Background: an optimization exercise with open tools, aiming at small area and a short achievable clock period. Do not read the settings as production practice. Only simulation tests tie the RTL to the original design; equivalence was not proved. Power and IR drop assume default switching activity.

==> flow/design.v (excerpt) <==
module naive_dot #(
    parameter N = 128,
    parameter WEIGHT_WIDTH = 4,
    parameter ACT_WIDTH = 4
)(
    input                        clk,
    input                        rst,
    input                        start,
    input [N*WEIGHT_WIDTH-1 : 0] i_weights_flat,
    input [N*ACT_WIDTH-1 : 0]    i_acts_flat,
    output reg                   done,
    output reg [15:0]            result
);
wire p1;
wire p2;
wire p3;
wire p4;
wire p5;
wire p6;
wire p7;
wire p8;
wire p9;
wire p10;
wire p11;
wire p12;
wire p13;
wire p14;
wire p15;
wire p16;
wire p17;
wire p18;
wire p19;
wire p20;
wire p21;
wire p22;
wire p23;
wire p24;
wire p25;
wire p26;
wire p27;
wire p28;
wire p29;
wire p30;
wire p31;
wire p32;
wire p33;
wire p34;
wire p35;
wire p36;
wire p37;
wire p38;
wire p39;
wire p40;
wire p41;
wire p42;
wire p43;
wire p44;
wire p45;
wire p46;
wire p47;
wire p48;
wire p49;
wire p50;
wire p51;
wire p52;
wire p53;
wire p54;
wire p55;
wire p56;
wire p57;
wire p58;
  ...
For scale: about 5200 cells after synthesis, ~1100 flip-flops, about 0.072 mm² of cells after synthesis.
clock: 4.5 ns
lec_check: 0
cap_margin: 20
core_margin: 2
core_utilization: 55
cts_buf_list: sky130_fd_sc_hd__clkbuf_4 sky130_fd_sc_hd__clkbuf_8 sky130_fd_sc_hd__clkbuf_16
setup_slack_margin: 2.3
slew_margin: 20
synth_hierarchical: 1
synth_minimum_keep_size: 0
standard.sh (not shown) runs the stock make flow with config.mk's settings and CLKGATE_MAP_FILE= SYNTH_SCRIPT=/design/flow/synth_recipe.tcl, a recipe that flattens the netlist after the stock synthesis.
==> flow/flow/run.sh <==
#!/bin/bash
cp standard.sh standard_sh.txt
bash standard.sh BUFFER_PORTS_ARGS="-buffer_cell sky130_fd_sc_hd__buf_1" REMOVE_ABC_BUFFERS=1 finish > standard.log 2>&1
Change:
Settings changed: CTS_BUF_LIST sky130_fd_sc_hd__clkbuf_4 sky130_fd_sc_hd__clkbuf_8 sky130_fd_sc_hd__clkbuf_16 to default, SETUP_SLACK_MARGIN 2.3 to 2.1.
=>
- The changed run produced a clean layout
- final area shrinks by 1.4%
- wire length barely changes
- via count shrinks by 0.32%
- core utilization shrinks by 0.89 points
- power shrinks by 1.2%
- die area does not change
- register-to-register slack got worse by 0.15 ns
- global-route usage barely changes
- first-iteration DRC count grows by 5.5%
Change:
Settings changed: CORE_UTILIZATION 55 to 60, SETUP_SLACK_MARGIN 2.1 to 2.3.
Global-route usage grows by 2.8 points.
First-iteration DRC count rises by a little under a tenth.
Sequential share of layout area drops by 0.35 points.

========
Setup of the previous run:
naive_dot again, from the RTL that the note above started with.
export LEC_CHECK = 0
export CAP_MARGIN = 20
export CORE_MARGIN = 2
export CORE_UTILIZATION = 55
export CTS_BUF_LIST = sky130_fd_sc_hd__clkbuf_4
export SETUP_SLACK_MARGIN = 2.3
export SLEW_MARGIN = 20
export SYNTH_HIERARCHICAL = 1
export SYNTH_MINIMUM_KEEP_SIZE = 0
create_clock -name core_clock -period 4.5 [get_ports {clk}]
Scripts as last shown in full above: flow/flow/run.sh
### the previous run -> the current run
Settings: CTS_BUF_LIST removed (was sky130_fd_sc_hd__clkbuf_4); CORE_UTILIZATION changed from 55 to 45.
--- outcome ---
Diff the previous run -> the current run: non-clock buffer count saw little to no change, maximum count of clock buffers along a single path saw a decrease, area added between synthesis and finish saw an increase. Count of antenna diodes in the layout went up by more than a quarter going from the previous run to the current run. Of the current run and the previous run, the run reporting the higher clock buffer count was the previous run. Higher clock power goes to the current run over the previous run. Delta (the current run minus the previous run): logic gate share of total power now sits lower, hold slack rose 0.10 ns, global-route met2 utilization now sits lower. For the current run, the class of the tightest hold or removal check was flop to flop, unlike the previous run, where it was primary input to flop.

========
Starting RTL as in the previous note.
==> flow/design.v (excerpt) <==
module naive_dot #(
    parameter N = 128,
    parameter WEIGHT_WIDTH = 4,
    parameter ACT_WIDTH = 4
)(
    input                        clk,
    input                        rst,
    input                        start,
    input [N*WEIGHT_WIDTH-1 : 0] i_weights_flat,
    input [N*ACT_WIDTH-1 : 0]    i_acts_flat,
    output reg                   done,
    output reg [15:0]            result
);
Settings: LEC_CHECK=0, CAP_MARGIN=20, CORE_MARGIN=2, CORE_UTILIZATION=55, SETUP_SLACK_MARGIN=2.5, SLEW_MARGIN=20, SYNTH_HIERARCHICAL=1, SYNTH_MINIMUM_KEEP_SIZE=0; clock period 4.5 ns.
Scripts as last shown in full above: flow/flow/run.sh
==> next run, changes <==
- PLACE_DENSITY: not set -> 0.75
- SETUP_SLACK_MARGIN: 2.5 -> 2.3
Outcome:
- worst setup slack degrades by 0.078 ns
- wire length increases by a few percent
- via count rose by a few percent
- cell area decreases by roughly a tenth
- power came out lower by a few percent
- die area stays the same
- global-route usage grows by 1.6 points
- synthesized cell count does not change
- clock skew drops by 0.0034 ns
- synthesized area is unchanged

==> afterwards: timing with drivers on the ports <==
Ports are ideal in the flow. The routed layouts listed here were re-timed in OpenROAD. Step 1, drivers: a clkbuf_16 drives clk and a buf_2 each remaining input, both assumed. Step 2, shift: input delay + t, output delay - t, t = (earliest + latest rising clock arrival at the registers) / 2. This alone moves slack from input paths to output paths. a / b / c = ideal / step 1 / step 2; a / b = the first two.
run	t (ns)	setup slack, ns	latest minus earliest clock arrival (ns)	worst data-port slew with drivers (ns)
the first run of note 1	0.807	2.235 / 2.235 / 1.507	0.049 / 0.050	0.12
the second run of note 1	0.814	2.083 / 2.083 / 1.353	0.048 / 0.048	0.12
the third run of note 1	0.786	2.225 / 2.218 / 1.432	0.051 / 0.051	0.15
the previous run	1.232	1.910 / 1.824 / 1.253	0.116 / 0.115	0.12
the current run	0.806	2.160 / 2.133 / 1.327	0.034 / 0.034	0.14
the first run of note 3	0.808	2.246 / 2.246 / 1.579	0.052 / 0.052	0.14
the second run of note 3	0.772	2.168 / 2.137 / 1.365	0.042 / 0.042	0.18
After both steps every run listed still meets setup and hold. For the current run, which loses most, drivers alone change the setup slack by -0.027 ns; drivers and shift together by -0.833 ns.
